From an optimization exercise on the open Yosys and OpenROAD flow, aimed at small area; shortcuts taken in it are not production practice. Only simulation tests tie the RTL to the original design; equivalence was not proved. Power figures rest on the tool's default switching activity, not on a simulated workload.

Design linked_fifo, start of the top module:
module linked_fifo(rst, clk, push, push_fifo, pop, pop_fifo, d, q, empty, full, almost_full);
Size in the first run: roughly 1800 cells after synthesis, roughly 250 flip-flops, about 29 I/O pins, roughly 16000 µm² of cells after synthesis.
clock: 6.0 ns
lec_check: 0
cap_margin: 20
core_margin: 2
core_utilization: 40
cts_buf_list: sky130_fd_sc_hd__clkbuf_4
cts_cluster_size: 20
slew_margin: 20
run.sh (not shown) runs the stock make flow with config.mk's settings and CLKGATE_MAP_FILE= SYNTH_SCRIPT=/design/flow/synth_recipe.tcl, a recipe that flattens the netlist after the stock synthesis.
Next try:
--- a/flow/config.mk
+++ b/flow/config.mk
@@ -8,6 +8,5 @@
 export CAP_MARGIN = 20
 export CORE_MARGIN = 2
-export CORE_UTILIZATION = 40
-export CTS_BUF_LIST = sky130_fd_sc_hd__clkbuf_4
-export CTS_CLUSTER_SIZE = 20
+export CORE_UTILIZATION = 60
+export CTS_BUF_LIST = sky130_fd_sc_hd__clkbuf_8
 export SLEW_MARGIN = 20
Outcome: The changed run went through all stages and came out clean; area after synthesis does not change; sequential power is about the same; routed wire length falls by a few percent; sequential share of layout area climbs by 0.60 points; first-iteration DRC count increases by a quarter to a third.


linked_fifo, a different RTL version from the one above (not shown whole).
Size in the first run: ~29 I/O pins, ~0.014 mm² of cells after synthesis.
export LEC_CHECK = 0
export CAP_MARGIN = 20
export CORE_MARGIN = 2
export CORE_UTILIZATION = 40
export SLEW_MARGIN = 20
create_clock -name core_clock -period 6.0 [get_ports {clk}]
standard.sh (not shown) runs the stock make flow with config.mk's settings and CLKGATE_MAP_FILE= SYNTH_SCRIPT=/design/flow/synth_recipe.tcl, a recipe that flattens the netlist after the stock synthesis.
==> flow/flow/run.sh <==
#!/bin/bash
# Standard ORFS layout; clock tree built without dummy loads.
set -euo pipefail
export CTS_ARGS="-sink_clustering_enable -repair_clock_nets -dont_use_dummy_load"
bash standard.sh > standard_flow.log 2>&1
The first run completed with no timing, DRC or antenna violations.
==> next run, changes <==
==> flow/flow/run.sh (replaced) <==
#!/bin/bash
# Standard synthesis, then an area re-map of its combinational logic (registers untouched),
# then the standard layout with a leaner clock tree and small port buffers.
set -euo pipefail
export CTS_ARGS="-sink_clustering_enable -repair_clock_nets -dont_use_dummy_load -buf_list sky130_fd_sc_hd__clkbuf_8 -sink_clustering_size 16 -sink_clustering_max_diameter 80"
export BUFFER_PORTS_ARGS="-buffer_cell sky130_fd_sc_hd__buf_2"
R=$PWD/orfs/results/$FLOW_PLATFORM/linked_fifo/base
bash standard.sh synth > standard_synth.log 2>&1
cp $R/1_2_yosys.v $R/1_2_yosys_standard.v
export REMAP_LIB=$FLOW_HOME/platforms/sky130hd/lib/sky130_fd_sc_hd__tt_025C_1v80.lib
export REMAP_IN=$R/1_2_yosys_standard.v
export REMAP_OUT=$R/1_2_yosys.v
export REMAP_TOP=$FLOW_TOP
export REMAP_SCRIPT=$PWD/flow/remap.abc
export REMAP_DONT_USE="$(sed -n 's/^export DONT_USE_CELLS += //p;/^    sky130/p' $FLOW_HOME/platforms/sky130hd/config.mk | tr -d '\\' | tr -s ' \n' ' ' | sed 's/\(sky130_[a-z0-9_]*\)/-dont_use \1/g')"
YOSYS=$(command -v yosys || echo $FLOW_HOME/../tools/install/yosys/bin/yosys)
$YOSYS -c flow/remap.tcl > remap.log 2>&1
rm -f $R/1_synth.odb $R/1_synth.sdc
bash standard.sh > standard_flow.log 2>&1
==> flow/flow/remap.abc (new file) <==
strash
&get -n
&st
&dch
&nf
&put
==> flow/flow/remap.tcl (new file) <==
# Re-map the combinational logic of the standard synthesis for area; registers stay as they are.
yosys read_liberty -ignore_miss_func $::env(REMAP_LIB)
yosys read_verilog $::env(REMAP_IN)
yosys hierarchy -top $::env(REMAP_TOP)
yosys blackbox sky130_fd_sc_hd__df* sky130_fd_sc_hd__edf* sky130_fd_sc_hd__sdf* sky130_fd_sc_hd__sedf* sky130_fd_sc_hd__dl*
yosys flatten
yosys hierarchy -top $::env(REMAP_TOP)
yosys opt -purge
yosys stat
yosys abc -liberty $::env(REMAP_LIB) {*}$::env(REMAP_DONT_USE) -script $::env(REMAP_SCRIPT)
yosys opt_clean -purge
yosys hilomap -singleton -hicell sky130_fd_sc_hd__conb_1 HI -locell sky130_fd_sc_hd__conb_1 LO
yosys splitnets
yosys opt_clean -purge
yosys insbuf -buf sky130_fd_sc_hd__buf_4 A X
yosys check
yosys stat -liberty $::env(REMAP_LIB)
yosys write_verilog -noattr -nohex -nodec $::env(REMAP_OUT)
- CAP_MARGIN: 20 -> 0
- GPL_TIMING_DRIVEN: unset -> 0
- SLEW_MARGIN: 20 -> 0
After rerunning: This time the run completed and failed the layout checks on max-capacitance violations, max-slew violations; combinational power falls by 19%; final area shrinks by 12%; global-route usage is higher by 0.29 points; setup slack is worse by 0.18 ns; die area shrinks by 8.1%; core utilization is lower by 1.8 points; synthesized area falls by 8.3%; routed wire length came out lower by about 9%; worst hold slack got worse by 0.022 ns; total power shrinks by about 14%.
==> next run, changes <==
--- a/flow/flow/run.sh
+++ b/flow/flow/run.sh
@@ -5,2 +5 @@
-export CTS_ARGS="-sink_clustering_enable -repair_clock_nets -dont_use_dummy_load -buf_list sky130_fd_sc_hd__clkbuf_8 -sink_clustering_size 16 -sink_clustering_max_diameter 80"
-export BUFFER_PORTS_ARGS="-buffer_cell sky130_fd_sc_hd__buf_2"
+export CTS_ARGS="-sink_clustering_enable -repair_clock_nets -dont_use_dummy_load"
- CAP_MARGIN: 0 -> 20
- GPL_TIMING_DRIVEN: 0 -> unset
- SLEW_MARGIN: 0 -> 20
After rerunning:
- This time the run finished with timing, DRC and antenna clean
- flip-flop and latch count stays the same
- wire length grows by 3.0%
- global-route usage grows by 1.2 points
- cell count grows by 4.8%
- sequential share of layout area shrinks by 2.8 points
- total power grows by 14%
- die area does not change
- clock-buffer cell count grows by 8
- cell area grows by about 9%
- non-clock buffer count grows by 93


== willow ==
linked_fifo, a different RTL version from the one above (not shown whole).
Size in the first run: about 29 I/O pins, roughly 12,000 sq um of cells after synthesis.
export LEC_CHECK = 0
export CAP_MARGIN = 10
export CORE_MARGIN = 2
export CORE_UTILIZATION = 50
export GPL_TIMING_DRIVEN = 0
export SETUP_SLACK_MARGIN = 0.3
export SLEW_MARGIN = 10
create_clock -name core_clock -period 6.0 [get_ports {clk}]
==> flow/flow/run.sh <==
#!/bin/bash
# Standard synthesis; then the combinational logic is re-mapped for area with a few ABC scripts
# (registers untouched) and the smallest netlist is kept; then the standard layout with a
# clock tree without dummy loads and small port buffers.
set -euo pipefail
export CTS_ARGS="-sink_clustering_enable -repair_clock_nets -dont_use_dummy_load -buf_list sky130_fd_sc_hd__clkbuf_16 -sink_clustering_size 30 -sink_clustering_max_diameter 120"
export BUFFER_PORTS_ARGS="-buffer_cell sky130_fd_sc_hd__buf_2"
R=$PWD/orfs/results/$FLOW_PLATFORM/linked_fifo/base
bash standard.sh synth > standard_synth.log 2>&1
cp $R/1_2_yosys.v $R/1_2_yosys_standard.v
export REMAP_LIB=$FLOW_HOME/platforms/sky130hd/lib/sky130_fd_sc_hd__tt_025C_1v80.lib
export REMAP_IN=$R/1_2_yosys_standard.v
export REMAP_TOP=$FLOW_TOP
export REMAP_DONT_USE="$(sed -n 's/^export DONT_USE_CELLS += //p;/^    sky130/p' $FLOW_HOME/platforms/sky130hd/config.mk | tr -d '\\' | tr -s ' \n' ' ' | sed 's/\(sky130_[a-z0-9_]*\)/-dont_use \1/g')"
YOSYS=$(command -v yosys || echo $FLOW_HOME/../tools/install/yosys/bin/yosys)
best=""; best_area=""
for s in flow/remap[0-9].abc; do
  n=$(basename $s .abc)
  export REMAP_SCRIPT=$PWD/$s REMAP_OUT=$PWD/$n.v
  if $YOSYS -c flow/remap.tcl > $n.log 2>&1; then
    a=$(sed -n 's/.*Chip area for module [^:]*: //p' $n.log | tail -1)
    echo "$n $a" >> remap_choice.log
    if [[ -n "$a" ]] && { [[ -z "$best_area" ]] || awk -v a=$a -v b=$best_area 'BEGIN{exit !(a<b)}'; }; then
      best=$n; best_area=$a
    fi
  fi
done
echo "chosen $best $best_area" >> remap_choice.log
if [[ -n "$best" ]]; then
  cp $best.v $R/1_2_yosys.v
  rm -f $R/1_synth.odb $R/1_synth.sdc
fi
bash standard.sh > standard_flow.log 2>&1
Other scripts of this flow, unchanged in this note and not shown: flow/flow/remap.tcl, flow/flow/remap1.abc, flow/flow/remap2.abc, flow/flow/remap3.abc, flow/flow/remap4.abc, flow/flow/remap5.abc, flow/flow/remap6.abc, flow/flow/remap7.abc
Inputs modified between willow and ember:
- swapping 0.3 for 0.4 in SETUP_SLACK_MARGIN
- swapping 50 for 40 in CORE_UTILIZATION
--- a/flow/flow/run.sh
+++ b/flow/flow/run.sh
@@ -5,3 +5,3 @@
 set -euo pipefail
-export CTS_ARGS="-sink_clustering_enable -repair_clock_nets -dont_use_dummy_load -buf_list sky130_fd_sc_hd__clkbuf_16 -sink_clustering_size 30 -sink_clustering_max_diameter 120"
+export CTS_ARGS="-sink_clustering_enable -repair_clock_nets -dont_use_dummy_load -buf_list sky130_fd_sc_hd__clkbuf_8 -sink_clustering_size 16 -sink_clustering_max_diameter 80"
 export BUFFER_PORTS_ARGS="-buffer_cell sky130_fd_sc_hd__buf_2"
### Flow results
Delta(fraction of layout cells with a size suffix above 1, ember - willow) > 0
NOTE: layout overhead on the synthesized area in ember exceeds that of willow
Re synthesized cell count: no difference whatsoever between ember and willow.
Min final period utilization across ember and willow: ember
[compare] base=willow new=ember: proportion of power drawn by the clock network -0.5 points; normalized max-slew margin decreased by 3.7 points relative to the old numbers.
Row count of non-filler cells in the finished layout: ember higher / willow lower
The lower number of clock-tree buffers in the layout came out of willow.
Global-route wire length before repair | ember above willow
The average wire per standard cell of ember is lower than that of willow.
Changes in pepper relative to ember:
- a change of SETUP_SLACK_MARGIN from 0.4 to 0.2
- a change of SLEW_MARGIN from 10 to 5
- a change of CAP_MARGIN from 10 to 5
--- a/flow/flow/run.sh
+++ b/flow/flow/run.sh
@@ -6,3 +6,3 @@
 export CTS_ARGS="-sink_clustering_enable -repair_clock_nets -dont_use_dummy_load -buf_list sky130_fd_sc_hd__clkbuf_8 -sink_clustering_size 16 -sink_clustering_max_diameter 80"
-export BUFFER_PORTS_ARGS="-buffer_cell sky130_fd_sc_hd__buf_2"
+export BUFFER_PORTS_ARGS="-buffer_cell sky130_fd_sc_hd__buf_1"
 R=$PWD/orfs/results/$FLOW_PLATFORM/linked_fifo/base
==> comparison <==
- pepper | stages: all done | timing, DRC, antenna: all pass
- ember: done, clean on timing, DRC and antenna
- Number of vias after detailed routing: ember vs pepper — no meaningful difference
- Of the two values seen for worst setup path startpoint, pop_fifo[0] was produced by ember and pop_fifo[2] by pepper.
- Compared with ember, pepper shows clock period minus final worst setup slack higher by 0.16 ns.
- In the tables for ember and pepper, hold slack reads higher with pepper.
- Of the two values seen for cell with the biggest individual delay on the critical path, sky130_fd_sc_hd__a221oi_2 was produced by ember and sky130_fd_sc_hd__a21oi_4 by pepper.
- Going from ember to pepper, final wirelength rose by 1.7%; power share of the combinational group shows no meaningful change.
For umber, these inputs were changed with respect to pepper:
- SETUP_SLACK_MARGIN: 0.2 -> unset
- SLEW_MARGIN: 5 -> 10
- CAP_MARGIN: 5 -> 10
--- a/flow/flow/run.sh
+++ b/flow/flow/run.sh
@@ -5,4 +5,4 @@
 set -euo pipefail
-export CTS_ARGS="-sink_clustering_enable -repair_clock_nets -dont_use_dummy_load -buf_list sky130_fd_sc_hd__clkbuf_8 -sink_clustering_size 16 -sink_clustering_max_diameter 80"
-export BUFFER_PORTS_ARGS="-buffer_cell sky130_fd_sc_hd__buf_1"
+export CTS_ARGS="-sink_clustering_enable -repair_clock_nets -dont_use_dummy_load -buf_list sky130_fd_sc_hd__clkbuf_16 -sink_clustering_size 30 -sink_clustering_max_diameter 120"
+export BUFFER_PORTS_ARGS="-buffer_cell sky130_fd_sc_hd__buf_2"
 R=$PWD/orfs/results/$FLOW_PLATFORM/linked_fifo/base
Results
Looking at routed wire length across both flows, umber is the stronger of the two, with pepper trailing.
Delta (umber minus pepper): sum of routed wire segments on met1 fell 2.0%; sequential-cell power consumption held; total power consumption of the routed design went down about 0.37%; half-perimeter wire length after placement lost 2.4%.
As far as relative area of clock buffers and inverters in the final design is concerned, umber and pepper perform about the same.
In summary, umber completed successfully, with a layout that passed the timing, design-rule and antenna checks.
Area: umber vs pepper -> umber smaller


== job 7225 ==
linked_fifo with an RTL version that a note above also has.
For scale: roughly 1600 cells after synthesis.
## linked_fifo
module linked_fifo(rst, clk, push, push_fifo, pop, pop_fifo, d, q, empty, full, almost_full);
    input rst;
    input clk;
    input push;
    input [2:0] push_fifo;
    input pop;
    input [2:0] pop_fifo;
    input [7:0] d;
    output [7:0] q;
    output empty;
    output full;
    output almost_full;
    wire [44:0] sflat;
    wire [4:0] P, Q, E;
    wire wx, wy;
    wire [25:0] t0, tp, tq;
    wire [24:0] ld, sh, hold, qs;
    wire c = push & pop & (push_fifo < pop_fifo);
    lf_ptrs u_ptrs(clk, rst, push, pop, c, push_fifo, pop_fifo, sflat);
    lf_sel u_sel(sflat, push_fifo, pop_fifo, P, Q, E);
    lf_flags u_flags(sflat[4:0], sflat[44:40], P, Q, E, push, pop, empty, full, almost_full, wx, wy);
    lf_therm u_t0(sflat[4:0], 1'b0, t0);
    lf_therm_en u_tp(P, push, tp);
    lf_therm u_tq(Q, ~pop, tq);
    lf_ctl u_ctl(c, wx, wy, t0, tp, tq, ld, sh, hold, qs);
    lf_data u_data(clk, d, ld, sh, hold, qs, q);
endmodule
clock: 6.0 ns
lec_check: 0
cap_margin: 10
core_margin: 2
core_utilization: 40
gpl_timing_driven: 0
slew_margin: 10
==> flow/flow/run.sh <==
#!/bin/bash
# Standard synthesis, then an area re-map of its combinational logic (registers untouched),
# then the standard layout with a leaner clock tree and small port buffers.
set -euo pipefail
export CTS_ARGS="-sink_clustering_enable -repair_clock_nets -dont_use_dummy_load -buf_list sky130_fd_sc_hd__clkbuf_8 -sink_clustering_size 16 -sink_clustering_max_diameter 80"
export BUFFER_PORTS_ARGS="-buffer_cell sky130_fd_sc_hd__buf_2"
R=$PWD/orfs/results/$FLOW_PLATFORM/linked_fifo/base
bash standard.sh synth > standard_synth.log 2>&1
cp $R/1_2_yosys.v $R/1_2_yosys_standard.v
export REMAP_LIB=$FLOW_HOME/platforms/sky130hd/lib/sky130_fd_sc_hd__tt_025C_1v80.lib
export REMAP_IN=$R/1_2_yosys_standard.v
export REMAP_OUT=$R/1_2_yosys.v
export REMAP_TOP=$FLOW_TOP
export REMAP_SCRIPT=$PWD/flow/remap.abc
export REMAP_DONT_USE="$(sed -n 's/^export DONT_USE_CELLS += //p;/^    sky130/p' $FLOW_HOME/platforms/sky130hd/config.mk | tr -d '\\' | tr -s ' \n' ' ' | sed 's/\(sky130_[a-z0-9_]*\)/-dont_use \1/g')"
YOSYS=$(command -v yosys || echo $FLOW_HOME/../tools/install/yosys/bin/yosys)
$YOSYS -c flow/remap.tcl > remap.log 2>&1
rm -f $R/1_synth.odb $R/1_synth.sdc
bash standard.sh > standard_flow.log 2>&1
==> flow/flow/remap.abc <==
strash
&get -n
&st
&dch
&nf
&put
==> flow/flow/remap.tcl <==
# Re-map the combinational logic of the standard synthesis for area; registers stay as they are.
yosys read_liberty -ignore_miss_func $::env(REMAP_LIB)
yosys read_verilog $::env(REMAP_IN)
yosys hierarchy -top $::env(REMAP_TOP)
yosys blackbox sky130_fd_sc_hd__df* sky130_fd_sc_hd__edf* sky130_fd_sc_hd__sdf* sky130_fd_sc_hd__sedf* sky130_fd_sc_hd__dl*
yosys flatten
yosys hierarchy -top $::env(REMAP_TOP)
yosys opt -purge
yosys stat
yosys abc -liberty $::env(REMAP_LIB) {*}$::env(REMAP_DONT_USE) -script $::env(REMAP_SCRIPT)
yosys opt_clean -purge
yosys hilomap -singleton -hicell sky130_fd_sc_hd__conb_1 HI -locell sky130_fd_sc_hd__conb_1 LO
yosys splitnets
yosys opt_clean -purge
yosys insbuf -buf sky130_fd_sc_hd__buf_4 A X
yosys check
yosys stat -liberty $::env(REMAP_LIB)
yosys write_verilog -noattr -nohex -nodec $::env(REMAP_OUT)
Relative to job 7225, the following input files were edited for job 1703:
# job 7225
export LEC_CHECK = 0
export CAP_MARGIN = 10
export CORE_MARGIN = 2
export CORE_UTILIZATION = 40
export GPL_TIMING_DRIVEN = 0
export SLEW_MARGIN = 10
create_clock -name core_clock -period 6.0 [get_ports {clk}]
# job 1703
export LEC_CHECK = 0
export CAP_MARGIN = 20
export CORE_MARGIN = 2
export CORE_UTILIZATION = 40
export SLEW_MARGIN = 20
create_clock -name core_clock -period 6.0 [get_ports {clk}]
==> flow/run.sh (new file) <==
#!/bin/bash
# synth_recipe.tcl (not shown) runs the flow's synth.tcl, then flattens the netlist and writes it again
# the make line also repeats each setting of config.mk as NAME=value (left out here)
make -C /OpenROAD-flow-scripts/flow DESIGN_CONFIG=/design/flow/config.mk WORK_HOME=/design/flow/orfs CLKGATE_MAP_FILE= SYNTH_SCRIPT=/design/flow/synth_recipe.tcl finish
removed: flow/flow/run.sh
removed: flow/flow/remap.abc
removed: flow/flow/remap.tcl
removed: flow/standard.sh
Results
Peak supply drop delta for job 1703 relative to job 7225: 76% higher. Most common cell after layout, fill and taps aside = sky130_fd_sc_hd__nand2_1: job 7225; most common cell after layout, fill and taps aside = sky130_fd_sc_hd__dfxtp_1: job 1703. From job 7225 to job 1703 the numbers moved as follows: synthesized area increased 1200 um^2, total power consumption of the routed design increased about 24%, sequential cell area in the final layout essentially unchanged, setup slack increased 0.17 ns. Side by side, cell-internal power turned out higher in job 1703 than in job 7225. What job 1703 reported for total detailed-routing wirelength has to be multiplied by 0.909 to get the figure for job 7225. Job 7225 -> job 1703: count of clock-net buffers in the final layout increased by more than half. Job 1703: number of well-tap cells placed about 4.3% above job 7225. Job 1703 went all the way through synthesis, placement and routing and the layout is clean on timing, DRC and antenna.
For job 8582, these inputs were changed with respect to job 1703:
# job 1703
export LEC_CHECK = 0
export CAP_MARGIN = 20
export CORE_MARGIN = 2
export CORE_UTILIZATION = 40
export SLEW_MARGIN = 20
create_clock -name core_clock -period 6.0 [get_ports {clk}]
# job 8582
export LEC_CHECK = 0
export CAP_MARGIN = 0
export CORE_MARGIN = 2
export CORE_UTILIZATION = 40
export SLEW_MARGIN = 0
create_clock -name core_clock -period 6.0 [get_ports {clk}]
==> flow/flow/run.sh (new file) <==
#!/bin/bash
# Standard synthesis, then an area re-map of its combinational logic (registers untouched),
# then the standard layout with a leaner clock tree and small port buffers.
set -euo pipefail
export CTS_ARGS="-sink_clustering_enable -repair_clock_nets -dont_use_dummy_load -buf_list sky130_fd_sc_hd__clkbuf_8 -sink_clustering_size 16 -sink_clustering_max_diameter 80"
export BUFFER_PORTS_ARGS="-buffer_cell sky130_fd_sc_hd__buf_2"
R=$PWD/orfs/results/$FLOW_PLATFORM/linked_fifo/base
bash standard.sh synth > standard_synth.log 2>&1
cp $R/1_2_yosys.v $R/1_2_yosys_standard.v
export REMAP_LIB=$FLOW_HOME/platforms/sky130hd/lib/sky130_fd_sc_hd__tt_025C_1v80.lib
export REMAP_IN=$R/1_2_yosys_standard.v
export REMAP_OUT=$R/1_2_yosys.v
export REMAP_TOP=$FLOW_TOP
export REMAP_SCRIPT=$PWD/flow/remap.abc
export REMAP_DONT_USE="$(sed -n 's/^export DONT_USE_CELLS += //p;/^    sky130/p' $FLOW_HOME/platforms/sky130hd/config.mk | tr -d '\\' | tr -s ' \n' ' ' | sed 's/\(sky130_[a-z0-9_]*\)/-dont_use \1/g')"
YOSYS=$(command -v yosys || echo $FLOW_HOME/../tools/install/yosys/bin/yosys)
$YOSYS -c flow/remap.tcl > remap.log 2>&1
rm -f $R/1_synth.odb $R/1_synth.sdc
bash standard.sh > standard_flow.log 2>&1
==> flow/flow/remap.abc (new file) <==
strash
&get -n
&st
&dch
&nf
&put
==> flow/flow/remap.tcl (new file) <==
# Re-map the combinational logic of the standard synthesis for area; registers stay as they are.
yosys read_liberty -ignore_miss_func $::env(REMAP_LIB)
yosys read_verilog $::env(REMAP_IN)
yosys hierarchy -top $::env(REMAP_TOP)
yosys blackbox sky130_fd_sc_hd__df* sky130_fd_sc_hd__edf* sky130_fd_sc_hd__sdf* sky130_fd_sc_hd__sedf* sky130_fd_sc_hd__dl*
yosys flatten
yosys hierarchy -top $::env(REMAP_TOP)
yosys opt -purge
yosys stat
yosys abc -liberty $::env(REMAP_LIB) {*}$::env(REMAP_DONT_USE) -script $::env(REMAP_SCRIPT)
yosys opt_clean -purge
yosys hilomap -singleton -hicell sky130_fd_sc_hd__conb_1 HI -locell sky130_fd_sc_hd__conb_1 LO
yosys splitnets
yosys opt_clean -purge
yosys insbuf -buf sky130_fd_sc_hd__buf_4 A X
yosys check
yosys stat -liberty $::env(REMAP_LIB)
yosys write_verilog -noattr -nohex -nodec $::env(REMAP_OUT)
==> flow/standard.sh (new file) <==
#!/bin/bash
# synth_recipe.tcl (not shown) runs the flow's synth.tcl, then flattens the netlist and writes it again
# the make line also repeats each setting of config.mk as NAME=value (left out here)
make -C /OpenROAD-flow-scripts/flow DESIGN_CONFIG=/design/flow/config.mk WORK_HOME=/design/flow/orfs CLKGATE_MAP_FILE= SYNTH_SCRIPT=/design/flow/synth_recipe.tcl "${@:-finish}"
removed: flow/run.sh
Changes observed in job 8582 relative to job 1703: combinational power lost about 20%; average wire per cell in the routed design now sits lower; worst-case headroom to the max-slew limit rose 3.3 points. Changes observed in job 8582 relative to job 1703: multi-input gate share of the layout cell area shows an increase of 2.6 points; relative area change from synthesis to final layout shows a reduction of 5.1 points; number of sinks handled by clock tree synthesis shows no meaningful change.

separate check: timing with driven ports:
The flow's constraints put no driver on any port. The routed layouts listed below were extracted and timed again, unchanged, in two steps.
Step 1: set_driving_cell puts a clkbuf_16 on clk and a buf_2 on each other input, an assumption about the parent block.
Step 2 moves the port delays by t, midway between the first and last clock arrival at a register: inputs arrive t later, outputs are due t later. That takes back most of the time a late clock gives input paths.
Slacks: no drivers / after step 1 / after step 2; pairs: no drivers / after step 1.
run	shift t [ns]	setup WS [ns]	latest minus earliest clock arrival (ns)	worst register clock-pin slew, ns
the first run of note 1	0.840	0.292 / 0.264 / 0.031	0.107 / 0.107	0.07 / 0.07
the second run of note 1	0.603	0.286 / 0.259 / 0.000	0.027 / 0.028	0.07 / 0.07
the first run of note 2	0.607	0.562 / 0.530 / 0.001	0.074 / 0.074	0.06 / 0.06
the second run of note 2	0.596	0.380 / 0.409 / -0.187	0.089 / 0.089	0.12 / 0.12
the third run of note 2	0.605	0.498 / 0.478 / 0.187	0.063 / 0.063	0.07 / 0.07
willow	0.525	0.385 / 0.363 / 0.002	0.060 / 0.060	0.12 / 0.12
ember	0.609	0.409 / 0.382 / -0.081	0.075 / 0.075	0.12 / 0.12
pepper	0.601	0.251 / 0.231 / -0.275	0.054 / 0.055	0.11 / 0.11
umber	0.538	0.212 / 0.191 / -0.232	0.013 / 0.014	0.12 / 0.12
job 7225	0.616	0.401 / 0.428 / -0.188	0.052 / 0.052	0.11 / 0.11
job 1703	0.627	0.572 / 0.539 / 0.001	0.046 / 0.045	0.07 / 0.07
job 8582	0.598	0.957 / 0.934 / 0.425	0.101 / 0.101	0.11 / 0.11
For job 7225, which loses most, drivers alone change the setup slack by +0.027 ns; drivers and shift together by -0.589 ns.
